What follows belongs to an exercise in optimizing a design on an open flow for small area; a production flow would make more cautious choices.
The RTL was checked by simulation tests, not by an equivalence proof against the original design.
In runs 5 to 8 the design's own scripts or RTL, not TritonCTS, make the clock network.
The flow treats the clock pin as an ideal source. Dropping or thinning the clock tree relies on that and would not hold on a real chip.
Power and IR drop assume default switching activity.

## flow/flow/run.sh

```bash
#!/bin/bash
# Own layout flow: the standard ORFS flow (standard.sh), with changes that
# only affect how the logic is mapped to cells, cell sizes and the clock tree:
#  1. synthesis is ORFS's standard synthesis (synth_recipe.tcl) with an
#     area-oriented ABC script (flow/abc_area.script); the registers are
#     untouched, as ABC maps only the logic between them;
#  2. after synthesis every logic cell is set to its smallest drive strength
#     (the repair steps later upsize where timing or slew needs it);
#  3. ports are buffered with sky130_fd_sc_hd__buf_1;
#  4. CTS uses clkbuf_4 buffers and inserts no dummy loads.
# Each tool's output goes to a log file of its own in this folder.
set -euo pipefail
WORK=$(pwd)
RES=$WORK/orfs/results/$FLOW_PLATFORM/guessing_game/base

# ORFS's scripts with the area ABC script replaced
rm -rf "$WORK/scripts"
cp -r "$FLOW_HOME/scripts" "$WORK/scripts"
cp "$WORK/flow/abc_area.script" "$WORK/scripts/abc_area.script"

bash standard.sh "SCRIPTS_DIR=$WORK/scripts" ABC_AREA=1 synth > "$WORK/log_1_synth.txt" 2>&1

WORK_RES=$RES openroad -no_init -exit "$WORK/flow/downsize.tcl" > "$WORK/log_1_downsize.txt" 2>&1

bash standard.sh \
  "BUFFER_PORTS_ARGS=-buffer_cell sky130_fd_sc_hd__buf_1" \
  "CTS_ARGS=-sink_clustering_enable -repair_clock_nets -dont_use_dummy_load -buf_list sky130_fd_sc_hd__clkbuf_4" \
  finish > "$WORK/log_2_layout.txt" 2>&1
```

## flow/flow/abc_area.script

```
strash
dc2
dch -f
amap
topo
```

## flow/flow/downsize.tcl

```tcl
# Set every combinational cell of the synthesized netlist to the smallest
# drive strength of its kind.  Registers keep their cell type.
set res $::env(WORK_RES)
read_db $res/1_synth.odb
set db [ord::get_db]
set libs [$db getLibs]
array set area {}
foreach lib $libs {
  foreach m [$lib getMasters] {
    set area([$m getName]) [expr {[$m getWidth] * [$m getHeight]}]
  }
}
set n 0
foreach inst [[ord::get_db_block] getInsts] {
  set mname [[$inst getMaster] getName]
  if {![regexp {^(sky130_fd_sc_hd__[a-z0-9]+)_([0-9]+)$} $mname -> base drive]} { continue }
  if {[regexp {^sky130_fd_sc_hd__(df|sdf|edf|dl|sdl|conb|tap|fill|decap)} $base]} { continue }
  set best $mname
  foreach cand [array names area ${base}_*] {
    if {![regexp "^${base}_\[0-9\]+\$" $cand]} { continue }
    if {$area($cand) < $area($best)} { set best $cand }
  }
  if {$best ne $mname} {
    set newm [$db findMaster $best]
    if {[$inst swapMaster $newm]} {
      puts "downsize [$inst getName] $mname -> $best"
      incr n
    } else {
      puts "could not swap [$inst getName] $mname -> $best"
    }
  }
}
puts "downsized $n cells"
write_db $res/1_synth.odb
```

## flow/standard.sh

```bash
#!/bin/bash
# synth_recipe.tcl (not shown) runs the flow's synth.tcl, then flattens the netlist and writes it again
# the make line also repeats each setting of config.mk as NAME=value (left out here)
make -C /OpenROAD-flow-scripts/flow DESIGN_CONFIG=/design/flow/config.mk WORK_HOME=/design/flow/orfs CLKGATE_MAP_FILE= SYNTH_SCRIPT=/design/flow/synth_recipe.tcl "${@:-finish}"
```

## flow/config.mk

```make
export PLATFORM = sky130hd
export DESIGN_NAME = guessing_game
export DESIGN_NICKNAME = guessing_game
export VERILOG_FILES = /design/flow/design.v
export SDC_FILE = /design/flow/constraint.sdc
export NUM_CORES = 4
export LEC_CHECK = 0
export CAP_MARGIN = 20
export CORE_MARGIN = 2
export CORE_UTILIZATION = 40
export SLEW_MARGIN = 20
```

## flow/constraint.sdc

```tcl
create_clock -name core_clock -period 10.0 [get_ports {clk}]
set_input_delay 2.0000 -clock core_clock [delete_from_list [all_inputs] [get_ports {clk}]]
set_output_delay 2.0000 -clock core_clock [all_outputs]
set_load 0.01 [all_outputs]
```

## flow/design.v

```verilog
module debounce (
    input  clk,
    input  reset,
    input  in,
    output out
);
   localparam [11:0] P = 12'hAAA;
   reg        lvl, wt;
   reg [11:0] q;
   wire [11:0] y    = q ^ P;
   wire        z9   = ~|{y[10:7], y[5:4], y[2:0]};
   wire        fb   = y[11] ^ (y[3] | y[6] | z9);
   wire        done = z9 & ~y[3] & ~y[6] & y[11];
   wire        flip = wt & done;
   always @(posedge clk or posedge reset)
      if (reset) begin
         lvl <= 1'b0;
         wt  <= 1'b0;
      end else begin
         lvl <= lvl ^ flip;
         wt  <= (in ^ lvl) & ~flip;
      end
   always @(posedge clk)
      q <= wt ? ({y[10:0], fb} ^ P) : P;
   assign out = lvl;
endmodule
module counter (
    input  clk,
    input  rst,
    input  hard,      
    output en
);
   reg [14:0] y;
   reg        c15;
   wire z13  = ~|y[12:0];
   wire fb   = y[14] ^ (y[13] | z13);
   wire wrap = z13 & ~y[13] & y[14];      
   always @(posedge clk or posedge rst)
      if (rst) begin
         y   <= 15'd0;
         c15 <= 1'b0;
      end else begin
         y   <= {y[13:0], fb};
         c15 <= c15 ^ wrap;
      end
   assign en = wrap & (hard | c15);
endmodule
module guess_FSM (
    input        clk,
    input        en,
    input        reset,
    input  [3:0] b,
    output       s0, s1, s2, s3,
    output       win,
    output       lose
);
   reg       p;
   reg [1:0] a;
   assign s0   = ~p & ~a[1] & ~a[0];
   assign s1   = ~p & ~a[1] &  a[0];
   assign s2   = ~p &  a[1] &  a[0];
   assign s3   = ~p &  a[1] & ~a[0];
   assign win  =  p & ~a[0];
   assign lose =  p &  a[0];
   wire any = |b;
   wire hit = (~a[1] & ~a[0] & (b == 4'b0001)) |
              (~a[1] &  a[0] & (b == 4'b0010)) |
              ( a[1] &  a[0] & (b == 4'b0100)) |
              ( a[1] & ~a[0] & (b == 4'b1000));
   always @(posedge clk or posedge reset)
      if (reset) begin
         p <= 1'b0;
         a <= 2'b00;
      end else if (en) begin
         p <= any;
         if (any) begin
            if (!p) a[0] <= ~hit;
         end else begin
            a <= p ? 2'b00 : {a[0], ~a[1]};
         end
      end
endmodule
module guessing_game (
    input         btnU, btnD, btnR, btnL, clk, btnC,
    input  [15:0] sw,
    output [6:0]  seg,
    output [3:0]  an,
    output [15:0] led,
    output        dp
);
   wire [3:0] b;
   wire       en;
   wire       s0, s1, s2, s3, win, lose;
   debounce db0 (.clk(clk), .reset(btnC), .in(btnR), .out(b[0]));
   debounce db1 (.clk(clk), .reset(btnC), .in(btnD), .out(b[1]));
   debounce db2 (.clk(clk), .reset(btnC), .in(btnL), .out(b[2]));
   debounce db3 (.clk(clk), .reset(btnC), .in(btnU), .out(b[3]));
   counter step (.clk(clk), .rst(btnC), .hard(sw[0]), .en(en));
   guess_FSM fsm (.clk(clk), .en(en), .reset(btnC), .b(b),
                  .s0(s0), .s1(s1), .s2(s2), .s3(s3), .win(win), .lose(lose));
   assign seg = {~s1, ~s2, 3'b111, ~s0, ~s3};
   assign led = {8{win | lose, win}};
   assign an  = 4'b1110;
   assign dp  = 1'b1;
endmodule
```

==> results of run 1 <==
[cell usage in the layout (no fill, tap or decap), drive strengths merged, types with 3 or more instances in the layout]
master	n
nor2	34
nor2b	5
a211oi	4
nand3	4
clkinv	9
a21oi	7
a311oi	4
nor3	7
o21ai	5
dfxtp	48
nand2	30
buf	26
nor4b	4
nand4b	4
xor2	3
clkbuf	9
dfrtp	27
conb	8
[stage by stage]
| stage | worst slack [ps] | instance area (sq um) | hold slack [ps] | power (mW) |
|---|---|---|---|---|
| final | 6234 | 2582 | 378.3 | 0.4690 |
| after CTS | 6166 | 2582 | 383.8 | 0.4766 |
| after floorplan | 7060 | 2414 | 352.7 | 0.3440 |
| after detailed placement | 6614 | 2515 | 360.2 | 0.3504 |
| after global routing | 5961 | 2582 | 396.2 | 0.4934 |
| after global placement | 6666 | 2515 | 361.9 | 0.3500 |
[cell type report]
type                            count  area share, %
Multi-Input combinational cell    128          25.15
Sequential cell                    75          63.37
Inverter                           10          1.453
Clock buffer                        9          2.616
Tap cell                           75          3.634
Timing Repair Buffer               26          3.779
[layer usage]
metal	track usage [%]	part of all wire, %
met4	9.661	3.3
met2	16.56	39
met5	0	0
met1	17.90	52
met3	4.667	5.2
[sequential cells by signal, summed over array words and instances, names as in the netlist]
signal / count
db2.q: 12
db1.lvl: 1
db0.wt: 1
fsm.p: 1
db0.lvl: 1
db3.wt: 1
db1.wt: 1
db3.q: 12
fsm.a: 2
db2.wt: 1
db3.lvl: 1
step.c15: 1
db1.q: 12
db0.q: 12
db2.lvl: 1
step.y: 15
[power groups by stage]
stage / clock [mW] / combinational [mW] / sequential, mW
floorplan: 0 / 0.0221 / 0.322
global placement: 0 / 0.0259 / 0.324
detailed placement: 0 / 0.0265 / 0.324
CTS: 0.133 / 0.0266 / 0.317
global route: 0.144 / 0.0303 / 0.319
finish: 0.126 / 0.0261 / 0.317
[worst paths after layout]
kind	to	slack (ps)	depth (start not counted)
worst max-delay path	led[4]	6230	3
worst min-delay path	step.y[3]	380	0
worst max register to register	fsm.a[0]	8120	7
worst min register to register	step.y[3]	380	0
max in group asynchronous	db3.lvl	8010	2
min in group asynchronous	db3.wt	1600	2
[critical path: stages (launching register included)]
cell	delay, ps
dfrtp_1	580
clkinv_1	210
nor2_1	390
buf_1	210
==> out/qor.yml, run 1 <==
floorplan:
  pin_count: 50
  dieArea_sq_um: 6612
  start_util_pct: 40.87
  fp-row-count: 28
  die_h_um: 81.32
  die_w_um: 81.32
  core_area_sq_um: 5851
clock_tree:
  path_clk_slew_ps: 90
  h-tree-depth: 3
  cts_root_buffer: "clkbuf_4"
  cts_setup_buffers: 0
  cts_inserted_buffers: 9
  cts_tree: "built"
  postCtsHoldBufs: 0
  clockBufferDepth: 2
  cts.sinks: 75
  insertion_delay_ps: 410
  cts_resized: 0
power:
  p_sw_share_pct: 22.79
  sequentialPowerShare_pct: 67.6
  comb_power_share_pct: 5.6
  internal_power_uw: 362.1
  ir_worst_vdd_mv: 0.09178
  p_switching_uw: 106.9
  clock_power_share_pct: 26.8
  leakage_nw: 1.045
  p_per_area_nw_per_um2: 181.6
timing:
  fin_worst_skew_ps: 28.01
  slew_viol_final: 0
  layout_worst_path_cycle_share_pct: 37.66
  setup_tns_ps: 0
  worst_pin_slew_ps: 545.3
  max-slew-margin-rel_pct: 63.60
  rsz0062_at_grt: "false"
  period_minus_slack_ps: 3766
  fmax_mhz: 265.5
  hold_viol: 0
  setup_viol: 0
place:
  hpwl_mm: 2.573
  gp_congestion: 0.7422
  place_inst: 314
  io_buffers: 26
route:
  postRouteAntennaNets: 0
  num_vias: 1530
  first_pass_iters: 4
  vias_per_cell: 4.737
  drcViolationCount: 0
  totalWireLength_mm: 3.608
  drt_iter0_markers: 96
  wl_per_cell_um: 11.17
critical_path:
  worstPathMaxFanout: 12
  cp-startpoint: "fsm.p"
  endpoint_kind: "primary output"
  worstSetupPathType: "register to primary output"
  startpoint_type: "register"
  r2r_start: "step.y[1]"
  cp_data_arrival_time_ps: 1770
  worstPathRequired_ps: 8000
logic_synthesis:
  avgSynthCellArea_sq_um: 10.35
  synth_cells: 231
  synth_warnings: 3
  mappedNetlistArea_sq_um: 2391
cells_and_area:
  nFillCells: 564
  utilization_pct: 44.14
  area_growth_pct: 8.006
  fin_cells: 323
  diodes: 0
  seqCellArea_sq_um: 1637
  nNetsFinal: 272
  multiInputGateArea_sq_um: 649.4
  layout-drive-gt1-share_pct: 4.032
global_route:
  grt_pass1_vias: 1367
  antenna_found_initial: 0
  overflow: 0
  grt_max_degree: 28
  grt_use_total_pct: 13.03
  grt_pass1_wl_mm: 6.141
hold_path:
  hp-start: "step.y[2]"
  hp-class: "register to register"
flow_run:
  maxCapViolCount: 0
run_status:
  outcome: "no timing/DRC/antenna violations"
==> run 2: changes to the inputs <==
--- a/flow/flow/run.sh
+++ b/flow/flow/run.sh
@@ -25,4 +25,4 @@
 bash standard.sh \
   "BUFFER_PORTS_ARGS=-buffer_cell sky130_fd_sc_hd__buf_1" \
-  "CTS_ARGS=-sink_clustering_enable -repair_clock_nets -dont_use_dummy_load -buf_list sky130_fd_sc_hd__clkbuf_4" \
+  "CTS_ARGS=-sink_clustering_enable -repair_clock_nets -dont_use_dummy_load -buf_list sky130_fd_sc_hd__clkbuf_16 -sink_clustering_size 40 -sink_clustering_max_diameter 300" \
   finish > "$WORK/log_2_layout.txt" 2>&1
==> run 2 against run 1 <==
Via count decreased by 1.6%. Clock skew is 17 ps lower. Total power up 28%. First-iteration DRC count is 31% lower. Synthesized area did not move. Combinational power about the same. Wire length is 1.1% higher. Non-clock buffer count stayed put. Fmax is 2.5% higher. Cell area up 6.1%. Setup slack improved by 91 ps.
==> out/qor.yml, run 2 <==
timing:
  fmax_mhz: 272.1  # was 265.5 MHz
  setup_viol: 0  # unchanged
  holdWs_ps: 375.7  # was 378.3 ps
  setup_tns_ps: 0  # unchanged
  rsz0062_at_grt: "false"  # unchanged
  fin_worst_skew_ps: 11.28  # was 28.01 ps
  slew_viol_final: 0  # unchanged
  max-slew-margin-rel_pct: 63.76  # was 63.60%
  hold_viol: 0  # unchanged
  worst_pin_slew_ps: 542.8  # was 545.3 ps
  period_minus_slack_ps: 3676  # was 3766 ps
  layout_worst_path_cycle_share_pct: 36.76  # was 37.66%
cells_and_area:
  fin_cells: 323  # unchanged
  final_cell_mix: "48 x dfxtp_1, 34 x nor2_1, 30 x nand2_1, 27 x dfrtp_1, 26 x buf_1"  # unchanged
  multiInputGateArea_sq_um: 649.4  # unchanged
  largest_reg_flops: 15  # unchanged
  nNetsFinal: 272  # unchanged
  diodes: 0  # unchanged
  design_area_sq_um: 2740  # was 2582 sq um
  seqCellArea_sq_um: 1637  # unchanged
  layout-drive-gt1-share_pct: 4.032  # unchanged
  nFillCells: 545  # was 564
  top_register: "step.y"  # unchanged
  area_growth_pct: 14.60  # was 8.006%
  mostFrequentLayoutCell: "dfxtp_1"  # unchanged
clock_tree:
  cts.sinks: 75  # unchanged
  postCtsHoldBufs: 0  # unchanged
  h-tree-depth: 3  # unchanged
  cts_setup_buffers: 0  # unchanged
  cts_resized: 0  # unchanged
  cts_inserted_buffers: 9  # unchanged
  path_clk_slew_ps: 50  # was 90 ps
  cts_tree: "built"  # unchanged
  insertion_delay_ps: 330  # was 410 ps
  cts_root_buffer: "clkbuf_16"  # was clkbuf_4
  clockBufferDepth: 2  # unchanged
place:
  io_buffers: 26  # unchanged
  place_inst: 314  # unchanged
  placedInstanceArea_sq_um: 2515  # unchanged
  gp_congestion: 0.7422  # unchanged
  hpwl_mm: 2.573  # unchanged
critical_path:
  worstPathRequired_ps: 8000  # about the same
  worstSetupPathType: "register to primary output"  # unchanged
  cp_data_arrival_time_ps: 1680  # was 1770 ps
  cp-startpoint: "fsm.p"  # unchanged
  worstPathMaxFanout: 12  # unchanged
  endpoint_kind: "primary output"  # unchanged
  startpoint_type: "register"  # unchanged
  r2r_start: "step.y[1]"  # unchanged
route:
  drt_iter0_markers: 66  # was 96
  vias_per_cell: 4.663  # was 4.737
  num_vias: 1506  # was 1530
  wl_per_cell_um: 11.29  # was 11.17 um
  postRouteAntennaNets: 0  # unchanged
  totalWireLength_mm: 3.648  # was 3.608 mm
  first_pass_iters: 4  # unchanged
  drcViolationCount: 0  # unchanged
logic_synthesis:
  synth_cells: 231  # unchanged
  mappedNetlistArea_sq_um: 2391  # unchanged
  avgSynthCellArea_sq_um: 10.35  # unchanged
  synth_warnings: 3  # unchanged
floorplan:
  pin_count: 50  # unchanged
  dieArea_sq_um: 6612  # unchanged
  core_area_sq_um: 5851  # unchanged
  die_h_um: 81.32  # unchanged
  start_util_pct: 40.87  # unchanged
  fp-row-count: 28  # unchanged
  die_w_um: 81.32  # unchanged
global_route:
  grt_pass1_vias: 1380  # was 1367
  overflow: 0  # unchanged
  grt_max_degree: 28  # unchanged
  grt_use_total_pct: 13.19  # was 13.03%
  grt_pass1_wl_mm: 6.196  # was 6.141 mm
  antenna_found_initial: 0  # unchanged
power:
  p_per_area_nw_per_um2: 218.9  # was 181.6 nW/um^2
  leakage_nw: 1.115  # was 1.045 nW
  ir_worst_vdd_mv: 0.1067  # was 0.09178 mV
hold_path:
  hp-start: "db3.q[4]"  # was step.y[2]
  hp-class: "register to register"  # unchanged
run_status:
  outcome: "no timing/DRC/antenna violations"  # unchanged
flow_run:
  maxCapViolCount: 0  # unchanged
-- run 2: worst max-delay path, stage by stage, from the launching register on --
cell and delay (ps):
dfrtp_1 560, clkinv_1 200, nor2_1 390, buf_1 200
-- run 2: cell type report --
class / count / share of cell area (%)
inverter: 10 / 1.370
multi-input combinational: 128 / 23.70
timing repair buffer: 26 / 3.562
tap: 75 / 3.425
sequential: 75 / 59.73
clock buffer: 9 / 8.219
-- run 2: worst paths after layout --
check | slack [ps] | cells past startpoint | end
min reg2reg | 380 | 1 | db3.q[5]
max | 6320 | 3 | led[4]
max reg2reg | 8120 | 7 | fsm.a[0]
min | 380 | 1 | db3.q[5]
max in group asynchronous | 7930 | 2 | db0.lvl
min in group asynchronous | 1700 | 2 | db3.wt
-- run 2: per-layer routing --
layer	GRT usage (%)	vias up	wire length (um)
met4	12.20	0	127
met5	0	-	0
li1	-	777	-
met3	3.333	9	162
met2	16.89	30	1441
met1	17.88	690	1916
-- run 2: metrics by stage --
| step | util [%] | setup slack, ps | power [mW] |
|---|---|---|---|
| 3_5_place_dp | 42.99 | 6614 | 0.3504 |
| 4_1_cts | 46.83 | 6267 | 0.6090 |
| 2_1_floorplan | - | 7060 | 0.3440 |
| 6_report | 46.83 | 6324 | 0.5999 |
| 3_3_place_gp | 42.99 | 6666 | 0.3500 |
| 5_1_grt | 46.83 | 6066 | 0.6254 |
-- run 2: power by group --
part | switching, mW | leakage, nW | internal, mW | total [mW]
Sequential | 0.00719 | 0.727 | 0.311 | 0.318
Clock | 0.0984 | 0.111 | 0.157 | 0.255
Combinational | 0.0160 | 0.277 | 0.0102 | 0.0262
==> run 3: changes to the inputs <==
--- a/flow/flow/run.sh
+++ b/flow/flow/run.sh
@@ -25,4 +25,4 @@
 bash standard.sh \
   "BUFFER_PORTS_ARGS=-buffer_cell sky130_fd_sc_hd__buf_1" \
-  "CTS_ARGS=-sink_clustering_enable -repair_clock_nets -dont_use_dummy_load -buf_list sky130_fd_sc_hd__clkbuf_16 -sink_clustering_size 40 -sink_clustering_max_diameter 300" \
+  "CTS_ARGS=-sink_clustering_enable -repair_clock_nets -dont_use_dummy_load -buf_list sky130_fd_sc_hd__clkbuf_8 -sink_clustering_size 25" \
   finish > "$WORK/log_2_layout.txt" 2>&1
==> run 3 against run 2 <==
Combinational power is essentially flat. Register-to-register slack about the same. Via count is 0.46% higher. Clock power fell by 34%. Largest power group unchanged. Cell area shrank 3.7%. Final cell count stayed put. Fmax fell by 0.95%. Largest cell class unchanged. Die area unchanged. Sequential power is essentially flat.
==> out/qor.yml, run 3 <==
critical_path:
  critical-path-top-delay-family: "flip-flops"  # unchanged
  cp_data_arrival_time_ps: 1710  # was 1680 ps
  cp_num_buf_inv: 2  # unchanged
  cpPeakStageDelay_ps: 580  # was 560 ps
  worstPathRequired_ps: 8000  # about the same
  endpoint_kind: "primary output"  # unchanged
  startpoint_type: "register"  # unchanged
  slowest_stage: "dfrtp_1"  # unchanged
  worstSetupPathType: "register to primary output"  # unchanged
  path_cells: "clkinv_1 -> nor2_1 -> buf_1"  # unchanged
  worstPathMaxFanout: 12  # unchanged
cells_and_area:
  area_growth_pct: 10.36  # was 14.60%
  largest_reg_flops: 15  # unchanged
  fin_cells: 323  # unchanged
  mostFrequentLayoutCell: "dfxtp_1"  # unchanged
  layout-drive-gt1-share_pct: 4.032  # unchanged
  top_register: "step.y"  # unchanged
  final_cell_mix: "48 x dfxtp_1, 34 x nor2_1, 30 x nand2_1, 27 x dfrtp_1, 26 x buf_1"  # unchanged
  diodes: 0  # unchanged
  nNetsFinal: 272  # unchanged
  nFillCells: 562  # was 545
place:
  place_ws_ps: 6614  # unchanged
  io_buffers: 26  # unchanged
  hpwl_mm: 2.573  # unchanged
  gp_congestion: 0.7422  # unchanged
  place_inst: 314  # unchanged
global_route:
  antenna_found_initial: 0  # unchanged
  grt_max_degree: 28  # unchanged
  grt_pass1_vias: 1374  # was 1380
  grt_use_total_pct: 13.03  # was 13.19%
  overflow: 0  # unchanged
  grt_pass1_wl_mm: 6.175  # was 6.196 mm
floorplan:
  die_h_um: 81.32  # unchanged
  dieArea_sq_um: 6612  # unchanged
  pin_count: 50  # unchanged
  fp-row-count: 28  # unchanged
  die_w_um: 81.32  # unchanged
  core_area_sq_um: 5851  # unchanged
  start_util_pct: 40.87  # unchanged
timing:
  worst_pin_slew_ps: 545.4  # was 542.8 ps
  layout_worst_path_cycle_share_pct: 37.11  # was 36.76%
  fin_worst_skew_ps: 17.02  # was 11.28 ps
  max-slew-margin-rel_pct: 63.59  # was 63.76%
  hold_viol: 0  # unchanged
  slew_viol_final: 0  # unchanged
  fmax_mhz: 269.5  # was 272.1 MHz
  setup_viol: 0  # unchanged
  period_minus_slack_ps: 3711  # was 3676 ps
  rsz0062_at_grt: "false"  # unchanged
  setup_ws_ps: 6289  # was 6324 ps
  setup_tns_ps: 0  # unchanged
flow_run:
  maxCapViolCount: 0  # unchanged
clock_tree:
  cts_tree: "built"  # unchanged
  cts_root_buffer: "clkbuf_8"  # was clkbuf_16
  cts_setup_buffers: 0  # unchanged
  cts_inserted_buffers: 9  # unchanged
  cts_resized: 0  # unchanged
  cts.sinks: 75  # unchanged
  h-tree-depth: 3  # unchanged
  path_clk_slew_ps: 60  # was 50 ps
  clockBufferDepth: 2  # unchanged
  insertion_delay_ps: 340  # was 330 ps
  postCtsHoldBufs: 0  # unchanged
route:
  drcViolationCount: 0  # unchanged
  postRouteAntennaNets: 0  # unchanged
  vias_per_cell: 4.684  # was 4.663
  wl_per_cell_um: 11.23  # was 11.29 um
  totalWireLength_mm: 3.626  # was 3.648 mm
  first_pass_iters: 4  # unchanged
  num_vias: 1513  # was 1506
  drt_iter0_markers: 88  # was 66
power:
  leakage_nw: 1.069  # was 1.115 nW
  ir_worst_vdd_mv: 0.1079  # was 0.1067 mV
  p_per_area_nw_per_um2: 194.2  # was 218.9 nW/um^2
logic_synthesis:
  mappedNetlistArea_sq_um: 2391  # unchanged
  avgSynthCellArea_sq_um: 10.35  # unchanged
  synth_warnings: 3  # unchanged
  synth_cells: 231  # unchanged
run_status:
  outcome: "no timing/DRC/antenna violations"  # unchanged
hold_path:
  hp-class: "register to register"  # unchanged
-- run 3: cell types whose count changed in the layout (fill, tap and decap cells not counted) --
cell and change:
clkbuf_16 -9, clkbuf_8 +9
-- run 3: cell type report --
type	count	area (sq um)	area share, %
Clock buffer	9	123.9	4.694
Inverter	10	37.54	1.422
Multi-Input combinational cell	128	649.4	24.61
Sequential cell	75	1637	62.02
Tap cell	75	93.84	3.556
Timing Repair Buffer	26	97.59	3.698
-- run 3: final timing paths --
path | from | end | slack, ps | depth (start not counted)
worst min register to register | step.y[2] | step.y[3] | 380 | 0
min in group asynchronous | btnC | db3.wt | 1680 | 2
worst min-delay path | step.y[2] | step.y[3] | 380 | 0
worst max-delay path | fsm.p | led[4] | 6290 | 3
worst max register to register | step.y[1] | fsm.a[0] | 8130 | 7
max in group asynchronous | btnC | db3.lvl | 7940 | 2
-- run 3: stage by stage --
stage | total power, mW | hold WS [ps] | utilization, % | cell area [sq um]
after floorplan | 0.3440 | 352.7 | - | 2414
after global placement | 0.3500 | 361.9 | 42.99 | 2515
after CTS | 0.5202 | 378.3 | 45.10 | 2639
final | 0.5123 | 377.2 | 45.10 | 2639
after detailed placement | 0.3504 | 360.2 | 42.99 | 2515
after global routing | 0.5369 | 388.0 | 45.10 | 2639
-- run 3: metal layers --
layer,GRT usage [%],up-vias,part of all wire (%)
met5,0,-,0
met4,9.153,0,3.3
met3,4.667,10,4.8
met2,16.89,28,40
met1,17.83,699,52
li1,-,776,-
-- run 3: worst register-to-register path: stages, from the launching register on --
cell	delay, ps
dfrtp_1	380
nor4_1	270
nand4_1	140
nor3b_1	310
o21ai_0	260
a21oi_1	240
clkinv_1	90
o22ai_1	120
-- run 3: power by group --
part | switching, mW | total (mW) | internal [mW]
sequential | 0.00710 | 0.318 | 0.310
combinational | 0.0162 | 0.0264 | 0.0102
clock | 0.0882 | 0.168 | 0.0802
total | 0.112 | 0.512 | 0.401
==> run 4: changes to the inputs <==
==> flow/flow/run.sh (replaced) <==
#!/bin/bash
# Own layout flow: the standard ORFS flow, with three changes that only
# affect cell sizes and the clock tree:
#  1. after the standard synthesis, every logic cell is set to its smallest
#     drive strength (the repair steps later upsize where timing or slew needs it);
#  2. ports are buffered with sky130_fd_sc_hd__buf_1;
#  3. CTS uses clkbuf_4 buffers and inserts no dummy loads.
# Each tool's output goes to a log file of its own in this folder.
set -euo pipefail
WORK=$(pwd)
RES=$WORK/orfs/results/$FLOW_PLATFORM/guessing_game/base

bash standard.sh synth > "$WORK/log_1_synth.txt" 2>&1

WORK_RES=$RES openroad -no_init -exit "$WORK/flow/downsize.tcl" > "$WORK/log_1_downsize.txt" 2>&1

bash standard.sh \
  "BUFFER_PORTS_ARGS=-buffer_cell sky130_fd_sc_hd__buf_1" \
  "CTS_ARGS=-sink_clustering_enable -repair_clock_nets -dont_use_dummy_load -buf_list sky130_fd_sc_hd__clkbuf_4" \
  finish > "$WORK/log_2_layout.txt" 2>&1
removed: flow/flow/abc_area.script
==> run 4 against run 3 <==
Clock skew increased by 14 ps. Via count decreased by 4.3%. Final cell count unchanged. Largest cell class unchanged.
==> out/qor.yml, run 4 <==
run_status:
  outcome: "no timing/DRC/antenna violations"  # unchanged
cells_and_area:
  multiInputGateArea_sq_um: 720.7  # was 649.4 sq um
  final_cell_mix: "48 x dfxtp_1, 29 x nor2_1, 28 x nand2_1, 27 x dfrtp_1, 26 x buf_1"  # was 48 x dfxtp_1, 34 x nor2_1, 30 x nand2_1, 27 x dfrtp_1, 26 x buf_1
  nFillCells: 555  # was 562
  mostFrequentLayoutCell: "dfxtp_1"  # unchanged
  seqCellArea_sq_um: 1637  # unchanged
  layout-drive-gt1-share_pct: 4.032  # unchanged
  top_register: "step.y"  # unchanged
  diodes: 0  # unchanged
  area_growth_pct: 7.492  # was 10.36%
  largest_reg_flops: 15  # unchanged
  nNetsFinal: 272  # unchanged
  design_area_sq_um: 2639  # unchanged
critical_path:
  regToRegEndpoint: "fsm.a[0]"  # unchanged
  startpoint_type: "register"  # unchanged
  path_cells: "inv_1 -> nor2_1 -> buf_1"  # was clkinv_1 -> nor2_1 -> buf_1
  endpoint_kind: "primary output"  # unchanged
  worstPathMaxFanout: 14  # was 12
  cp_data_arrival_time_ps: 1580  # was 1710 ps
  reg2reg_depth: 4  # was 7
  slowest_stage: "dfrtp_1"  # unchanged
  cpPeakStageDelay_ps: 560  # was 580 ps
  r2r_start: "step.y[1]"  # unchanged
  worstSetupPathType: "register to primary output"  # unchanged
  worstPathRequired_ps: 8000  # about the same
  ff2ff_setup_slack_ps: 8190  # was 8130 ps
global_route:
  grt_pass1_vias: 1381  # was 1374
  grt_max_degree: 28  # unchanged
  grt_pass1_wl_mm: 6.092  # was 6.175 mm
  overflow: 0  # unchanged
  grt_use_total_pct: 12.39  # was 13.03%
  antenna_found_initial: 0  # unchanged
clock_tree:
  insertion_delay_ps: 400  # was 340 ps
  h-tree-depth: 3  # unchanged
  cts_setup_buffers: 0  # unchanged
  path_clk_slew_ps: 120  # was 60 ps
  cts_root_buffer: "clkbuf_4"  # was clkbuf_8
  clockBufferDepth: 2  # unchanged
  cts_tree: "built"  # unchanged
  cts_inserted_buffers: 9  # unchanged
  postCtsHoldBufs: 0  # unchanged
  cts_resized: 0  # unchanged
  cts.sinks: 75  # unchanged
route:
  vias_per_cell: 4.483  # was 4.684
  drcViolationCount: 0  # unchanged
  num_vias: 1448  # was 1513
  wl_per_cell_um: 11.14  # was 11.23 um
  totalWireLength_mm: 3.599  # was 3.626 mm
  postRouteAntennaNets: 0  # unchanged
  first_pass_iters: 4  # unchanged
  drt_iter0_markers: 47  # was 88
timing:
  fmax_mhz: 279.1  # was 269.5 MHz
  layout_worst_path_cycle_share_pct: 35.83  # was 37.11%
  max-slew-margin-rel_pct: 37.41  # was 63.59%
  rsz0062_at_grt: "false"  # unchanged
  setup_viol: 0  # unchanged
  holdWs_ps: 357.6  # was 377.2 ps
  fin_worst_skew_ps: 31.03  # was 17.02 ps
  slew_viol_final: 0  # unchanged
  period_minus_slack_ps: 3583  # was 3711 ps
  worst_pin_slew_ps: 933.0  # was 545.4 ps
  hold_viol: 0  # unchanged
  setup_tns_ps: 0  # unchanged
power:
  ir_worst_vdd_mv: 0.09926  # was 0.1079 mV
  leakage_nw: 1.094  # was 1.069 nW
  p_per_area_nw_per_um2: 194.4  # was 194.2 nW/um^2
hold_path:
  whs_endpoint: "step.y[4]"  # was step.y[3]
  hold_depth: 0  # unchanged
  hp-start: "step.y[3]"  # was step.y[2]
  hp-class: "register to register"  # unchanged
logic_synthesis:
  synth_cells: 233  # was 231
  synth_warnings: 3  # unchanged
  avgSynthCellArea_sq_um: 10.54  # was 10.35 sq um
  mappedNetlistArea_sq_um: 2455  # was 2391 sq um
floorplan:
  dieArea_sq_um: 6780  # was 6612 sq um
  die_h_um: 82.34  # was 81.32 um
  pin_count: 50  # unchanged
  fp-row-count: 28  # unchanged
  start_util_pct: 41.46  # was 40.87%
  core_area_sq_um: 5921  # was 5851 sq um
  die_w_um: 82.34  # was 81.32 um
place:
  io_buffers: 26  # unchanged
  placedInstanceArea_sq_um: 2571  # was 2515 sq um
  gp_congestion: 0.7259  # was 0.7422
  hpwl_mm: 2.568  # was 2.573 mm
flow_run:
  maxCapViolCount: 0  # unchanged
==> run 4: where the power goes <==
group	total, mW	internal (mW)	switching (mW)
clock network	0.125	0.0419	0.0834
logic	0.0538	0.0250	0.0288
registers	0.334	0.318	0.0155
==> run 4: metrics by stage <==
| stage | util, % | setup slack, ps | total power [mW] | std cells |
|---|---|---|---|---|
| floorplan | - | 7032 | 0.3839 | 239 |
| global placement | 43.43 | 6851 | 0.3939 | 314 |
| detailed placement | 43.43 | 6827 | 0.3950 | 314 |
| CTS | 44.57 | 6372 | 0.5213 | 323 |
| global route | 44.57 | 6131 | 0.5453 | 323 |
| finish | 44.57 | 6417 | 0.5129 | 323 |
==> run 4: worst max-delay path by stage <==
stage                   end      from  slack (ps)  cells past startpoint
floorplan            led[0]  fsm.a[0]        7030                      3
global placement     led[6]     fsm.p        6850                      3
detailed placement  led[14]     fsm.p        6830                      3
CTS                  led[2]     fsm.p        6370                      3
global route        led[10]     fsm.p        6130                      3
finish               led[2]     fsm.p        6420                      3
==> run 4: cell type report <==
| cell class | instances | share of cell area, % |
|---|---|---|
| Sequential cell | 75 | 62.02 |
| Inverter | 6 | 0.8535 |
| Clock buffer | 9 | 2.560 |
| Tap cell | 75 | 3.556 |
| Timing Repair Buffer | 26 | 3.698 |
| Multi-Input combinational cell | 132 | 27.31 |
==> run 4: layer usage <==
metal,routed length (um),global-route usage (%)
met4,39,4.000
met5,0,0
met1,1824,15.87
met3,148,6.848
met2,1586,17.74
==> run 4: worst max-delay path, delay by kind of cell (launching register included) <==
family                 cells  cell delay [ps]
AND/OR/NAND/NOR            1              340
buffers and inverters      2              300
flip-flops                 1              560
==> run 5: changes to the inputs <==
--- a/flow/design.v
+++ b/flow/design.v
@@ -51,5 +51,5 @@
     input        reset,
     input  [3:0] b,
-    output       s0, s1, s2, s3,
+    output       n0, n1, n2, n3,
     output       win,
     output       lose
@@ -57,15 +57,12 @@
    reg       p;
    reg [1:0] a;
-   assign s0   = ~p & ~a[1] & ~a[0];
-   assign s1   = ~p & ~a[1] &  a[0];
-   assign s2   = ~p &  a[1] &  a[0];
-   assign s3   = ~p &  a[1] & ~a[0];
-   assign win  =  p & ~a[0];
-   assign lose =  p &  a[0];
-   wire any = |b;
-   wire hit = (~a[1] & ~a[0] & (b == 4'b0001)) |
-              (~a[1] &  a[0] & (b == 4'b0010)) |
-              ( a[1] &  a[0] & (b == 4'b0100)) |
-              ( a[1] & ~a[0] & (b == 4'b1000));
+   assign n0   = p |  a[1] |  a[0];
+   assign n1   = p |  a[1] | ~a[0];
+   assign n2   = p | ~a[1] | ~a[0];
+   assign n3   = p | ~a[1] |  a[0];
+   assign win  = p & ~a[0];
+   assign lose = p &  a[0];
+   wire any   = |b;
+   wire other = (b[0] & n0) | (b[1] & n1) | (b[2] & n2) | (b[3] & n3);
    always @(posedge clk or posedge reset)
       if (reset) begin
@@ -75,5 +72,5 @@
          p <= any;
          if (any) begin
-            if (!p) a[0] <= ~hit;
+            if (!p) a[0] <= other;
          end else begin
             a <= p ? 2'b00 : {a[0], ~a[1]};
@@ -91,5 +88,5 @@
    wire [3:0] b;
    wire       en;
-   wire       s0, s1, s2, s3, win, lose;
+   wire       n0, n1, n2, n3, win, lose;
    debounce db0 (.clk(clk), .reset(btnC), .in(btnR), .out(b[0]));
    debounce db1 (.clk(clk), .reset(btnC), .in(btnD), .out(b[1]));
@@ -98,6 +95,6 @@
    counter step (.clk(clk), .rst(btnC), .hard(sw[0]), .en(en));
    guess_FSM fsm (.clk(clk), .en(en), .reset(btnC), .b(b),
-                  .s0(s0), .s1(s1), .s2(s2), .s3(s3), .win(win), .lose(lose));
-   assign seg = {~s1, ~s2, 3'b111, ~s0, ~s3};
+                  .n0(n0), .n1(n1), .n2(n2), .n3(n3), .win(win), .lose(lose));
+   assign seg = {n1, n2, 3'b111, n0, n3};
    assign led = {8{win | lose, win}};
    assign an  = 4'b1110;
==> flow/flow/run.sh (replaced) <==
#!/bin/bash
# Own layout flow: the standard ORFS flow (standard.sh), with changes that
# only affect how the logic is mapped to cells, cell sizes and the clock tree:
#  1. synthesis is ORFS's standard synthesis (synth_recipe.tcl) with an
#     area-oriented ABC script (flow/abc_area.script); the registers are
#     untouched, as ABC maps only the logic between them;
#  2. after synthesis every logic cell is set to its smallest drive strength
#     (the repair steps later upsize where timing or slew needs it);
#  3. ports are buffered with sky130_fd_sc_hd__buf_1;
#  4. the clock tree is built by flow/cts_hook.tcl: 4 clkbuf_8, each driving
#     the flip-flops of one part of the core, straight from the clock port.
# Each tool's output goes to a log file of its own in this folder.
set -euo pipefail
WORK=$(pwd)
RES=$WORK/orfs/results/$FLOW_PLATFORM/guessing_game/base

# ORFS's scripts with the area ABC script replaced
rm -rf "$WORK/scripts"
cp -r "$FLOW_HOME/scripts" "$WORK/scripts"
cp "$WORK/flow/abc_area.script" "$WORK/scripts/abc_area.script"

bash standard.sh "SCRIPTS_DIR=$WORK/scripts" ABC_AREA=1 synth > "$WORK/log_1_synth.txt" 2>&1

WORK_RES=$RES openroad -no_init -exit "$WORK/flow/downsize.tcl" > "$WORK/log_1_downsize.txt" 2>&1

bash standard.sh \
  "BUFFER_PORTS_ARGS=-buffer_cell sky130_fd_sc_hd__buf_1" \
  "PRE_CTS_TCL=$WORK/flow/cts_hook.tcl" CTS_NLEAF=4 CTS_LEAF_BUF=sky130_fd_sc_hd__clkbuf_8 \
  finish > "$WORK/log_2_layout.txt" 2>&1
==> flow/flow/abc_area.script (new file) <==
strash
dc2
dch -f
amap -F 4 -A 8
topo
==> flow/flow/cts_hook.tcl (new file) <==
# PRE_CTS hook: a small balanced clock tree built by hand in place of
# TritonCTS.  The flip-flops are split by position into NLEAF groups; each
# group gets one clock buffer at its centre, driven straight from the clock
# port.  Every flip-flop's clock thus passes through exactly one buffer.
set nleaf  $::env(CTS_NLEAF)
set master [[ord::get_db] findMaster $::env(CTS_LEAF_BUF)]
set block  [ord::get_db_block]
set clk    [$block findNet clk]

set sinks {}
foreach it [$clk getITerms] {
  if {[[$it getMTerm] getName] eq "CLK"} { lappend sinks $it }
}
proc loc {it} {
  set inst [$it getInst]
  set b [$inst getBBox]
  return [list [expr {([$b xMin] + [$b xMax]) / 2}] [expr {([$b yMin] + [$b yMax]) / 2}]]
}
# k-means on the flip-flop positions, seeded along the sorted x (then y) order
set pts {}
foreach it $sinks { lappend pts [concat [loc $it] [list $it]] }
set pts [lsort -real -index 0 $pts]
set n [llength $pts]
set cent {}
for {set k 0} {$k < $nleaf} {incr k} {
  set p [lindex $pts [expr {int(($k + 0.5) * $n / $nleaf)}]]
  lappend cent [list [lindex $p 0] [lindex $p 1]]
}
for {set iter 0} {$iter < 50} {incr iter} {
  # balanced assignment: each group takes at most ceil(n/nleaf) sinks,
  # assigned greedily by distance
  set cap [expr {($n + $nleaf - 1) / $nleaf}]
  set pairs {}
  set i 0
  foreach p $pts {
    for {set k 0} {$k < $nleaf} {incr k} {
      set c [lindex $cent $k]
      set d [expr {abs([lindex $p 0] - [lindex $c 0]) + abs([lindex $p 1] - [lindex $c 1])}]
      lappend pairs [list $d $i $k]
    }
    incr i
  }
  set pairs [lsort -real -index 0 $pairs]
  array unset asg
  array unset cnt
  for {set k 0} {$k < $nleaf} {incr k} { set cnt($k) 0 }
  foreach pr $pairs {
    lassign $pr d i k
    if {[info exists asg($i)] || $cnt($k) >= $cap} { continue }
    set asg($i) $k
    incr cnt($k)
  }
  set newc {}
  for {set k 0} {$k < $nleaf} {incr k} {
    set sx 0; set sy 0; set m 0
    for {set i 0} {$i < $n} {incr i} {
      if {$asg($i) == $k} {
        set p [lindex $pts $i]
        set sx [expr {$sx + [lindex $p 0]}]; set sy [expr {$sy + [lindex $p 1]}]; incr m
      }
    }
    if {$m > 0} { lappend newc [list [expr {$sx / $m}] [expr {$sy / $m}]] } else { lappend newc [lindex $cent $k] }
  }
  set cent $newc
}
for {set k 0} {$k < $nleaf} {incr k} {
  set inst [odb::dbInst_create $block $master "clkleaf_$k"]
  set net  [odb::dbNet_create $block "clknet_leaf_$k"]
  $net setSigType CLOCK
  [$inst findITerm A] connect $clk
  [$inst findITerm X] connect $net
  set c [lindex $cent $k]
  $inst setLocation [expr {int([lindex $c 0])}] [expr {int([lindex $c 1])}]
  $inst setPlacementStatus PLACED
  for {set i 0} {$i < $n} {incr i} {
    if {$asg($i) == $k} {
      set it [lindex [lindex $pts $i] 2]
      $it disconnect
      $it connect $net
    }
  }
  puts "clock leaf $k: $cnt($k) sinks at [lindex $cent $k]"
}
set_propagated_clock [all_clocks]
# the tree is built: TritonCTS is not run
proc clock_tree_synthesis {args} { puts "clock_tree_synthesis skipped: tree built by cts_hook.tcl" }
==> run 5 against run 4 <==
Combinational power is 21% lower. Critical path depth stayed put. Critical endpoint unchanged. Sequential share of layout area is 1.4 points higher. Highest routed layer unchanged. Flip-flop and latch count stayed put. Total power is 6.3% lower. Setup slack better by 48 ps. Via count is 1.7% higher. First-iteration DRC count is 28% higher. Register-to-register slack hardly changed. Largest cell class unchanged.
==> out/qor.yml, run 5 <==
run_status:
  outcome: "no timing/DRC/antenna violations"  # unchanged
floorplan:
  pin_count: 50  # unchanged
  core_area_sq_um: 5851  # was 5921 sq um
  start_util_pct: 40.85  # was 41.46%
  die_h_um: 81.30  # was 82.34 um
  die_w_um: 81.30  # was 82.34 um
  fp-row-count: 28  # unchanged
  dieArea_sq_um: 6609  # was 6780 sq um
hold_path:
  whs_endpoint: "step.y[10]"  # was step.y[4]
  hp-class: "register to register"  # unchanged
  hold_depth: 0  # unchanged
  hp-start: "step.y[9]"  # was step.y[3]
clock_tree:
  cts_resized: 0  # unchanged
  cts_setup_buffers: 0  # unchanged
  path_clk_slew_ps: 100  # was 120 ps
  insertion_delay_ps: 160  # was 400 ps
  postCtsHoldBufs: 0  # unchanged
power:
  ir_worst_vdd_mv: 0.1125  # was 0.09926 mV
  clock_power_share_pct: 22.2  # was 24.4%
  p_total_uw: 480.7  # was 512.9 uW
  p_per_area_nw_per_um2: 186.2  # was 194.4 nW/um^2
  leakage_nw: 1.049  # was 1.094 nW
  sequentialPowerShare_pct: 68.9  # was 65.1%
  internal_power_uw: 375.3  # was 385.2 uW
  p_switching_uw: 105.3  # was 127.7 uW
  comb_power_share_pct: 8.9  # was 10.5%
  p_sw_share_pct: 21.92  # was 24.90%
timing:
  rsz0062_at_grt: "false"  # unchanged
  hold_viol: 0  # unchanged
  fmax_mhz: 282.9  # was 279.1 MHz
  layout_worst_path_cycle_share_pct: 35.35  # was 35.83%
  worst_pin_slew_ps: 488.3  # was 933.0 ps
  fin_worst_skew_ps: 7.942  # was 31.03 ps
  setup_viol: 0  # unchanged
  slew_viol_final: 0  # unchanged
  period_minus_slack_ps: 3535  # was 3583 ps
  max-slew-margin-rel_pct: 67.14  # was 37.41%
  holdWs_ps: 383.8  # was 357.6 ps
  setup_tns_ps: 0  # unchanged
global_route:
  grt_use_total_pct: 11.65  # was 12.39%
  grt_pass1_vias: 1379  # was 1381
  overflow: 0  # unchanged
  grt_max_degree: 28  # unchanged
  antenna_found_initial: 0  # unchanged
  grt_pass1_wl_mm: 6.285  # was 6.092 mm
cells_and_area:
  diodes: 0  # unchanged
  mostFrequentLayoutCell: "dfxtp_1"  # unchanged
  largest_reg_flops: 15  # unchanged
  top_register: "step.y"  # unchanged
  layout-drive-gt1-share_pct: 2.033  # was 4.032%
  nNetsFinal: 270  # was 272
  fin_cells: 321  # was 323
  final_cell_mix: "48 x dfxtp_1, 32 x nor2_1, 30 x nand2_1, 27 x dfrtp_1, 26 x buf_1"  # was 48 x dfxtp_1, 29 x nor2_1, 28 x nand2_1, 27 x dfrtp_1, 26 x buf_1
  area_growth_pct: 8.011  # was 7.492%
logic_synthesis:
  mappedNetlistArea_sq_um: 2390  # was 2455 sq um
  synth_warnings: 3  # unchanged
  avgSynthCellArea_sq_um: 10.08  # was 10.54 sq um
  synth_cells: 237  # was 233
route:
  first_pass_iters: 4  # unchanged
  vias_per_cell: 4.589  # was 4.483
  drcViolationCount: 0  # unchanged
  totalWireLength_mm: 3.694  # was 3.599 mm
  wl_per_cell_um: 11.51  # was 11.14 um
  num_vias: 1473  # was 1448
  drt_iter0_markers: 60  # was 47
  postRouteAntennaNets: 0  # unchanged
critical_path:
  worstPathMaxFanout: 12  # was 14
  path_cells: "clkinv_1 -> nor2_1 -> buf_1"  # was inv_1 -> nor2_1 -> buf_1
  endpoint_kind: "primary output"  # unchanged
  cp_num_buf_inv: 2  # unchanged
  critical-path-top-delay-family: "flip-flops"  # unchanged
  r2r_start: "step.y[12]"  # was step.y[1]
  cpPeakStageDelay_ps: 550  # was 560 ps
  worstSetupPathType: "register to primary output"  # unchanged
  ff2ff_setup_slack_ps: 8180  # was 8190 ps
  reg2reg_depth: 7  # was 4
  startpoint_type: "register"  # unchanged
  regToRegEndpoint: "fsm.a[0]"  # unchanged
  worstPathRequired_ps: 8000  # about the same
  slowest_stage: "dfrtp_1"  # unchanged
  cp_data_arrival_time_ps: 1540  # was 1580 ps
flow_run:
  maxCapViolCount: 0  # unchanged
place:
  place_inst: 316  # was 314
  io_buffers: 26  # unchanged
  hpwl_mm: 2.707  # was 2.568 mm
  gp_congestion: 0.7409  # was 0.7259
## run 5: worst max-delay path by stage
stage | from | endpoint | cells after the start
floorplan | fsm.p | led[0] | 3
global placement | fsm.p | led[0] | 3
detailed placement | fsm.p | led[2] | 3
CTS | fsm.p | led[2] | 3
global route | fsm.p | led[8] | 3
finish | fsm.p | led[2] | 3
## run 5: layout make-up
type / count / area, sq um
Tap cell: 75 / 93.84
Timing Repair Buffer: 27 / 125.1
Multi-Input combinational cell: 129 / 629.4
Inverter: 11 / 41.29
Sequential cell: 75 / 1637
Buffer: 4 / 55.05
Fill cell: 564 / 3269
## run 5: power by group through the flow
stage | Sequential (mW) | Combinational (mW) | Clock, mW
5_1_grt | 0.334 | 0.0492 | 0.124
3_5_place_dp | 0.338 | 0.0417 | 0
2_1_floorplan | 0.334 | 0.0352 | 0
3_3_place_gp | 0.338 | 0.0405 | 0
6_report | 0.331 | 0.0426 | 0.107
4_1_cts | 0.331 | 0.0419 | 0.113
## run 5: metal layers
layer	global-route usage, %	vias up	routed length, um
met3	1.556	7	142
met5	0	-	0
met1	16.59	686	1766
met4	1.695	0	68
li1	-	762	-
met2	19.43	18	1718
## run 5: per-stage QoR
stage | utilization (%) | setup WS, ps | area, sq um
5_1_grt | 44.12 | 6216 | 2581
3_3_place_gp | 42.71 | 6639 | 2499
3_5_place_dp | 42.71 | 6612 | 2499
6_report | 44.12 | 6465 | 2581
2_1_floorplan | - | 7020 | 2412
4_1_cts | 43.65 | 6405 | 2554
==> run 6: changes to the inputs <==
--- a/flow/flow/downsize.tcl
+++ b/flow/flow/downsize.tcl
@@ -1,4 +1,5 @@
 # Set every combinational cell of the synthesized netlist to the smallest
-# drive strength of its kind.  Registers keep their cell type.
+# drive strength of its kind, except that a cell driving 20 or more pins
+# (the reset inverter) gets drive strength 2.  Registers keep their cell type.
 set res $::env(WORK_RES)
 read_db $res/1_synth.odb
@@ -16,4 +17,19 @@
   if {![regexp {^(sky130_fd_sc_hd__[a-z0-9]+)_([0-9]+)$} $mname -> base drive]} { continue }
   if {[regexp {^sky130_fd_sc_hd__(df|sdf|edf|dl|sdl|conb|tap|fill|decap)} $base]} { continue }
+  set fanout 0
+  foreach it [$inst getITerms] {
+    if {[$it isOutputSignal] && [$it getNet] ne "NULL"} {
+      set fanout [expr {[llength [[$it getNet] getITerms]] - 1}]
+    }
+  }
+  if {$fanout >= 20 && [info exists area(${base}_2)]} {
+    set best ${base}_2
+    if {$best ne $mname} {
+      $inst swapMaster [$db findMaster $best]
+      puts "strong [$inst getName] $mname -> $best (fanout $fanout)"
+      incr n
+    }
+    continue
+  }
   set best $mname
   foreach cand [array names area ${base}_*] {
==> run 6 against run 5 <==
Global-route usage shrank 0.41 points. Clock skew shrank 0.76 ps. Critical path depth is the same. Die area is essentially flat. Still clean on timing, DRC and antenna. Flip-flop and latch count is the same. Largest power group unchanged. Highest routed layer unchanged. Utilization shrank 0.45 points. Combinational power shrank 4%. Synthesized cell count is the same.
==> out/qor.yml, run 6 <==
cells_and_area:
  design_area_sq_um: 2555  # was 2581 sq um
  top_register: "step.y"  # unchanged
  largest_reg_flops: 15  # unchanged
  area_growth_pct: 6.855  # was 8.011%
  layout-drive-gt1-share_pct: 2.041  # was 2.033%
  final_cell_mix: "48 x dfxtp_1, 32 x nor2_1, 30 x nand2_1, 27 x dfrtp_1, 26 x buf_1"  # unchanged
  mostFrequentLayoutCell: "dfxtp_1"  # unchanged
  utilization_pct: 43.67  # was 44.12%
  diodes: 0  # unchanged
  nNetsFinal: 269  # was 270
hold_path:
  hp-start: "step.y[9]"  # unchanged
  hp-class: "register to register"  # unchanged
  whs_endpoint: "step.y[10]"  # unchanged
  hold_depth: 0  # unchanged
global_route:
  antenna_found_initial: 0  # unchanged
  grt_pass1_wl_mm: 6.044  # was 6.285 mm
  grt_use_total_pct: 11.24  # was 11.65%
  overflow: 0  # unchanged
  grt_pass1_vias: 1317  # was 1379
  grt_max_degree: 28  # unchanged
timing:
  hold_viol: 0  # unchanged
  setup_tns_ps: 0  # unchanged
  setup_viol: 0  # unchanged
  slew_viol_final: 0  # unchanged
  fin_worst_skew_ps: 7.183  # was 7.942 ps
  fmax_mhz: 283.2  # was 282.9 MHz
  layout_worst_path_cycle_share_pct: 35.31  # was 35.35%
  period_minus_slack_ps: 3531  # was 3535 ps
  rsz0062_at_grt: "false"  # unchanged
route:
  top_layer_used: "met4"  # unchanged
  drcViolationCount: 0  # unchanged
  totalWireLength_mm: 3.567  # was 3.694 mm
  wl_per_cell_um: 11.15  # was 11.51 um
  drt-met1-wl_mm: 1.814  # was 1.766 mm
  wl_met2_mm: 1.508  # was 1.718 mm
  num_vias: 1458  # was 1473
  first_pass_iters: 4  # unchanged
  drt_iter0_markers: 78  # was 60
  vias_per_cell: 4.556  # was 4.589
  postRouteAntennaNets: 0  # unchanged
  wl_met3_um: 158  # was 142 um
clock_tree:
  cts_resized: 0  # unchanged
  insertion_delay_ps: 160  # about the same
  cts_setup_buffers: 0  # unchanged
  postCtsHoldBufs: 0  # unchanged
  path_clk_slew_ps: 110  # was 100 ps
logic_synthesis:
  avgSynthCellArea_sq_um: 10.09  # was 10.08 sq um
  synth_cells: 237  # unchanged
  mappedNetlistArea_sq_um: 2391  # was 2390 sq um
  synth_warnings: 3  # unchanged
critical_path:
  endpoint_kind: "primary output"  # unchanged
  worstPathMaxFanout: 12  # unchanged
  ff2ff_setup_slack_ps: 8110  # was 8180 ps
  startpoint_type: "register"  # unchanged
  worstSetupPathType: "register to primary output"  # unchanged
  regToRegEndpoint: "fsm.a[0]"  # unchanged
  path_cells: "clkinv_1 -> nor2_1 -> buf_1"  # unchanged
  cp_data_arrival_time_ps: 1530  # was 1540 ps
  slowest_stage: "dfrtp_1"  # unchanged
  reg2reg_depth: 7  # unchanged
  cpPeakStageDelay_ps: 540  # was 550 ps
  r2r_start: "step.y[1]"  # was step.y[12]
  worstPathRequired_ps: 8000  # about the same
power:
  p_sw_share_pct: 22.06  # was 21.92%
  clock_power_share_pct: 22.4  # was 22.2%
  leakage_nw: 1.039  # was 1.049 nW
  ir_worst_vdd_mv: 0.1099  # was 0.1125 mV
  p_switching_uw: 106.0  # was 105.3 uW
  sequentialPowerShare_pct: 69.0  # was 68.9%
  internal_power_uw: 374.3  # was 375.3 uW
  comb_power_share_pct: 8.5  # was 8.9%
  p_per_area_nw_per_um2: 188.0  # was 186.2 nW/um^2
floorplan:
  die_w_um: 81.32  # was 81.30 um
  dieArea_sq_um: 6612  # was 6609 sq um
  fp-row-count: 28  # unchanged
  start_util_pct: 40.87  # was 40.85%
  die_h_um: 81.32  # was 81.30 um
  core_area_sq_um: 5851  # unchanged
  pin_count: 50  # unchanged
place:
  gp_congestion: 0.7493  # was 0.7409
  io_buffers: 26  # unchanged
  hpwl_mm: 2.577  # was 2.707 mm
  placedInstanceArea_sq_um: 2500  # was 2499 sq um
flow_run:
  maxCapViolCount: 0  # unchanged
run_status:
  outcome: "no timing/DRC/antenna violations"  # unchanged
[run 6: cell count changes in the layout (fill, tap and decap cells not counted), sizes merged]
cell / before / now
buf: 27 / 26
[run 6: worst max path at each step]
stage                from  endpoint  slack (ps)  cells past startpoint
finish              fsm.p    led[6]        6470                      3
global route        fsm.p    led[8]        6250                      3
CTS                 fsm.p    led[6]        6430                      3
detailed placement  fsm.p    led[6]        6640                      3
global placement    fsm.p    led[0]        6670                      3
floorplan           fsm.p    led[0]        7020                      3
[run 6: power by group through the flow]
stage          Clock (mW)  Combinational (mW)  Sequential, mW
4_1_cts             0.113              0.0418           0.331
6_report            0.108              0.0411           0.331
3_5_place_dp            0              0.0420           0.338
5_1_grt             0.124              0.0487           0.334
3_3_place_gp            0              0.0407           0.338
2_1_floorplan           0              0.0352           0.334
[run 6: layout make-up]
cell class	count	area (sq um)
timing repair buffer	26	97.59
buffer	4	55.05
sequential	75	1637
tap	75	93.84
inverter	11	42.54
fill	559	3296
multi-input combinational	129	629.4
[run 6: through the flow]
| stage | instances | setup WS, ps | power (mW) | hold slack [ps] |
|---|---|---|---|---|
| global placement | 316 | 6668 | 0.3786 | 360.0 |
| CTS | 320 | 6431 | 0.4863 | 387.4 |
| detailed placement | 316 | 6644 | 0.3795 | 360.9 |
| global route | 320 | 6247 | 0.5069 | 403.2 |
| finish | 320 | 6469 | 0.4802 | 384.3 |
| floorplan | 243 | 7020 | 0.3689 | 352.7 |
[run 6: layer usage]
layer,vias to the layer above,global-route usage [%]
met1,665,17.65
li1,765,-
met2,20,16.39
met3,8,1.778
met5,-,0
met4,0,2.034
[run 6: critical path: cells and delay by family, from the launching register on]
family,cells,cell delay [ps]
flip-flops,1,540
AND/OR/NAND/NOR,1,380
buffers and inverters,2,440
==> run 7: changes to the inputs <==
--- a/flow/design.v
+++ b/flow/design.v
@@ -5,5 +5,5 @@
     output out
 );
-   localparam [11:0] P = 12'hAAA;
+   localparam [11:0] P = 12'h555;
    reg        lvl, wt;
    reg [11:0] q;
==> run 7 against run 6 <==
Fmax is 1.1% higher. Critical endpoint is now led[12]. Flip-flop and latch count unchanged. Still clean on timing, DRC and antenna. Highest routed layer unchanged. Via count is 1.6% lower. Global-route usage rose by 0.51 points. Die area decreased by 0.20%. Synthesized cell count down 0.42%. Utilization decreased by 0.085 points. Combinational power fell by 7.3%. Wire length is 2.3% higher. Largest power group unchanged. Cell area fell by 0.20%. Critical path depth is the same. Register-to-register slack gained 20 ps.
==> out/qor.yml, run 7 <==
run_status:
  outcome: "no timing/DRC/antenna violations"  # unchanged
floorplan:
  start_util_pct: 40.78  # was 40.87%
  core_area_sq_um: 5851  # unchanged
  pin_count: 50  # unchanged
  die_w_um: 81.24  # was 81.32 um
  fp-row-count: 28  # unchanged
  die_h_um: 81.24  # was 81.32 um
  dieArea_sq_um: 6599  # was 6612 sq um
cells_and_area:
  mostFrequentLayoutCell: "dfxtp_1"  # unchanged
  layout-drive-gt1-share_pct: 2.049  # was 2.041%
  area_growth_pct: 6.870  # was 6.855%
  top_register: "step.y"  # unchanged
  fin_cells: 319  # was 320
  multiInputGateArea_sq_um: 624.3  # was 629.4 sq um
  nNetsFinal: 268  # was 269
  utilization_pct: 43.58  # was 43.67%
  final_cell_mix: "48 x dfxtp_1, 36 x nor2_1, 27 x dfrtp_1, 26 x buf_1, 21 x nand2_1"  # was 48 x dfxtp_1, 32 x nor2_1, 30 x nand2_1, 27 x dfrtp_1, 26 x buf_1
  seqCellArea_sq_um: 1637  # unchanged
  diodes: 0  # unchanged
  largest_reg_flops: 15  # unchanged
  nFillCells: 565  # was 559
global_route:
  antenna_found_initial: 0  # unchanged
  overflow: 0  # unchanged
  grt_pass1_vias: 1319  # was 1317
  grt_max_degree: 28  # unchanged
  grt_use_total_pct: 11.75  # was 11.24%
  grt_pass1_wl_mm: 6.251  # was 6.044 mm
route:
  drt-met1-wl_mm: 1.859  # was 1.814 mm
  vias_per_cell: 4.495  # was 4.556
  wl_met2_mm: 1.623  # was 1.508 mm
  totalWireLength_mm: 3.650  # was 3.567 mm
  wl_per_cell_um: 11.44  # was 11.15 um
  postRouteAntennaNets: 0  # unchanged
  drcViolationCount: 0  # unchanged
  first_pass_iters: 4  # unchanged
  drt_iter0_markers: 51  # was 78
  num_vias: 1434  # was 1458
  wl_met3_um: 132  # was 158 um
  top_layer_used: "met4"  # unchanged
timing:
  setup_tns_ps: 0  # unchanged
  period_minus_slack_ps: 3491  # was 3531 ps
  slew_viol_final: 0  # unchanged
  hold_viol: 0  # unchanged
  setup_viol: 0  # unchanged
  max-slew-margin-rel_pct: 63.09
  fin_worst_skew_ps: 10.78  # was 7.183 ps
  layout_worst_path_cycle_share_pct: 34.91  # was 35.31%
  rsz0062_at_grt: "false"  # unchanged
  setup_ws_ps: 6509  # was 6469 ps
  worst_pin_slew_ps: 546.2
  fmax_mhz: 286.4  # was 283.2 MHz
power:
  p_per_area_nw_per_um2: 185.4  # was 188.0 nW/um^2
  leakage_nw: 0.9959  # was 1.039 nW
  ir_worst_vdd_mv: 0.07984  # was 0.1099 mV
place:
  gp_congestion: 0.7109  # was 0.7493
  io_buffers: 26  # unchanged
  place_inst: 315  # was 316
  hpwl_mm: 2.669  # was 2.577 mm
  place_ws_ps: 6694  # was 6644 ps
critical_path:
  worstPathRequired_ps: 8000  # about the same
  cpPeakStageDelay_ps: 530  # was 540 ps
  worstPathMaxFanout: 12  # unchanged
  startpoint_type: "register"  # unchanged
  cp_num_buf_inv: 2  # unchanged
  cp_data_arrival_time_ps: 1490  # was 1530 ps
  worstSetupPathType: "register to primary output"  # unchanged
  endpoint_kind: "primary output"  # unchanged
  critical-path-top-delay-family: "flip-flops"  # unchanged
  path_cells: "clkinv_1 -> nor2_1 -> buf_1"  # unchanged
  slowest_stage: "dfrtp_1"  # unchanged
clock_tree:
  path_clk_slew_ps: 110  # about the same
  cts_setup_buffers: 0  # unchanged
  postCtsHoldBufs: 0  # unchanged
  insertion_delay_ps: 170  # was 160 ps
  cts_resized: 0  # unchanged
logic_synthesis:
  synth_warnings: 3  # unchanged
  avgSynthCellArea_sq_um: 10.11  # was 10.09 sq um
  mappedNetlistArea_sq_um: 2386  # was 2391 sq um
  synth_cells: 236  # was 237
hold_path:
  hp-class: "register to register"  # unchanged
flow_run:
  maxCapViolCount: 0  # unchanged
## run 7: where the power goes
group	internal [mW]	switching [mW]	leakage [nW]
registers	0.316	0.0110	0.720
logic	0.0167	0.0214	0.247
clock network	0.0373	0.0700	0.0288
total	0.370	0.103	0.996
## run 7: path summary, 6_finish.rpt
kind	depth (start not counted)	slack, ps	endpoint	start
max	3	6510	led[12]	fsm.p
min	0	380	step.y[9]	step.y[8]
max reg2reg	6	8130	db3.lvl	db3.q[8]
min reg2reg	0	380	step.y[9]	step.y[8]
max in group asynchronous	2	7890	db1.lvl	btnC
min in group asynchronous	2	1800	step.y[6]	btnC
## run 7: metrics by stage
step | hold WS [ps] | instance area (sq um) | total power, mW
floorplan | 352.7 | 2409 | 0.3631
global placement | 357.9 | 2495 | 0.3718
detailed placement | 360.8 | 2495 | 0.3723
CTS | 380.1 | 2550 | 0.4780
global route | 395.5 | 2550 | 0.5015
finish | 380.1 | 2550 | 0.4727
## run 7: area by class of cell
cell class | count | share of cell area [%]
Buffer | 4 | 2.159
Inverter | 11 | 1.668
Multi-Input combinational cell | 128 | 24.48
Sequential cell | 75 | 64.18
Tap cell | 75 | 3.680
Timing Repair Buffer | 26 | 3.827
## run 7: worst reg2reg max path, delay by kind of cell, from the launching register on
family / cells / cell delay, ps
compound gates: 1 / 130
flops: 1 / 350
simple gates: 5 / 1340
## run 7: routing by layer
metal  vias to the layer above  track usage, %
li1                        766               -
met1                       648           18.42
met2                        17           17.93
met3                         3           1.556
met4                         0           1.186
met5                         -               0
==> run 8: changes to the inputs <==
--- a/flow/design.v
+++ b/flow/design.v
@@ -5,5 +5,5 @@
     output out
 );
-   localparam [11:0] P = 12'h555;
+   localparam [11:0] P = 12'hAAA;
    reg        lvl, wt;
    reg [11:0] q;
--- a/flow/flow/run.sh
+++ b/flow/flow/run.sh
@@ -26,4 +26,4 @@
 bash standard.sh \
   "BUFFER_PORTS_ARGS=-buffer_cell sky130_fd_sc_hd__buf_1" \
-  "PRE_CTS_TCL=$WORK/flow/cts_hook.tcl" CTS_NLEAF=4 CTS_LEAF_BUF=sky130_fd_sc_hd__clkbuf_8 \
+  "PRE_CTS_TCL=$WORK/flow/cts_hook.tcl" CTS_NLEAF=2 CTS_LEAF_BUF=sky130_fd_sc_hd__clkbuf_16 \
   finish > "$WORK/log_2_layout.txt" 2>&1
==> run 8 against run 7 <==
Still clean on timing, DRC and antenna. Synthesized cell count rose by 0.42%. Clock skew down 5.9 ps. Critical path depth unchanged. Combinational power up 7.6%. Critical endpoint is now led[6]. Largest cell class unchanged.
==> out/qor.yml, run 8 <==
route:
  drt_iter0_markers: 67  # was 51
  first_pass_iters: 4  # unchanged
  wl_per_cell_um: 11.08  # was 11.44 um
  drcViolationCount: 0  # unchanged
  num_vias: 1458  # was 1434
  vias_per_cell: 4.585  # was 4.495
timing:
  fin_worst_skew_ps: 4.911  # was 10.78 ps
  slew_viol_final: 0  # unchanged
  hold_viol: 0  # unchanged
  period_minus_slack_ps: 3559  # was 3491 ps
  holdWs_ps: 389.9  # was 380.1 ps
  rsz0062_at_grt: "false"  # unchanged
critical_path:
  critical-path-top-delay-family: "flip-flops"  # unchanged
  cp_num_buf_inv: 2  # unchanged
  worstPathRequired_ps: 8000  # about the same
  cp_data_arrival_time_ps: 1560  # was 1490 ps
  worstSetupPathType: "register to primary output"  # unchanged
  startpoint_type: "register"  # unchanged
  endpoint_kind: "primary output"  # unchanged
  cpPeakStageDelay_ps: 550  # was 530 ps
cells_and_area:
  top_register: "step.y"  # unchanged
  mostFrequentLayoutCell: "dfxtp_1"  # unchanged
  fin_cells: 318  # was 319
  largest_reg_flops: 15  # unchanged
  nNetsFinal: 267  # was 268
  nFillCells: 558  # was 565
  design_area_sq_um: 2550  # unchanged
power:
  comb_power_share_pct: 8.5  # was 8.1%
  internal_power_uw: 374.7  # was 370.2 uW
  ir_worst_vdd_mv: 0.1222  # was 0.07984 mV
  clock_power_share_pct: 22.5  # was 22.7%
  sequentialPowerShare_pct: 69.0  # was 69.2%
place:
  placedInstanceArea_sq_um: 2500  # was 2495 sq um
  gp_congestion: 0.7493  # was 0.7109
  hpwl_mm: 2.577  # was 2.669 mm
  place_ws_ps: 6644  # was 6694 ps
logic_synthesis:
  synth_warnings: 3  # unchanged
  synth_cells: 237  # was 236
  mappedNetlistArea_sq_um: 2391  # was 2386 sq um
flow_run:
  maxCapViolCount: 0  # unchanged
hold_path:
  hp-class: "register to register"  # unchanged
floorplan:
  core_area_sq_um: 5851  # unchanged
  die_h_um: 81.32  # was 81.24 um
  fp-row-count: 28  # unchanged
global_route:
  overflow: 0  # unchanged
  antenna_found_initial: 0  # unchanged
  grt_pass1_vias: 1295  # was 1319
  grt_pass1_wl_mm: 5.920  # was 6.251 mm
run_status:
  outcome: "no timing/DRC/antenna violations"  # unchanged
## run 8: area by class of cell
cell class | instances | area, sq um | share of cell area (%)
flip-flops and latches | 75 | 1637 | 64.18
multi-input cells | 129 | 629.4 | 24.68
inverters | 11 | 42.54 | 1.668
well taps | 75 | 93.84 | 3.680
repair buffers | 26 | 97.59 | 3.827
plain buffers | 2 | 50.05 | 1.963
## run 8: stage by stage
stage | util, % | power (mW)
2_1_floorplan | - | 0.3689
3_3_place_gp | 42.73 | 0.3786
3_5_place_dp | 42.73 | 0.3795
4_1_cts | 43.58 | 0.4849
5_1_grt | 43.58 | 0.5034
6_report | 43.58 | 0.4805
## run 8: worst register-to-register path, stage by stage (launching register included)
cell and delay (ps):
dfrtp_1 410, nor4_1 300, nand4_1 160, nor3b_1 330, o21ai_0 240, a21oi_1 210
nor2_1 60, a41oi_1 150
## run 8: worst paths after layout
check,startpoint,end,depth (start not counted)
max,fsm.p,led[6],3
min,step.y[8],step.y[9],0
max reg2reg,step.y[1],fsm.a[0],7
min reg2reg,step.y[8],step.y[9],0
max in group asynchronous,btnC,db2.wt,2
min in group asynchronous,btnC,step.y[7],2
## run 8: layer usage
| layer | routed length [um] | track usage [%] | up-vias |
|---|---|---|---|
| li1 | - | - | 759 |
| met1 | 1781 | 17.08 | 676 |
| met2 | 1504 | 16.39 | 16 |
| met3 | 156 | 1.667 | 7 |
| met4 | 80 | 1.695 | 0 |
| met5 | 0 | 0 | - |
## run 8: power groups by stage
stage	Clock, mW	Sequential (mW)	Combinational, mW
2_1_floorplan	0	0.334	0.0352
3_3_place_gp	0	0.338	0.0407
3_5_place_dp	0	0.338	0.0420
4_1_cts	0.112	0.331	0.0418
5_1_grt	0.120	0.334	0.0487
6_report	0.108	0.331	0.0410

Check on run 8: ideal ports give 6.441 ns setup slack; a clkbuf_16 on the clock port and buf_2 on the inputs give 6.393 ns; moving port delays by the midpoint clock arrival (0.228 ns) as well gives 6.620 ns.
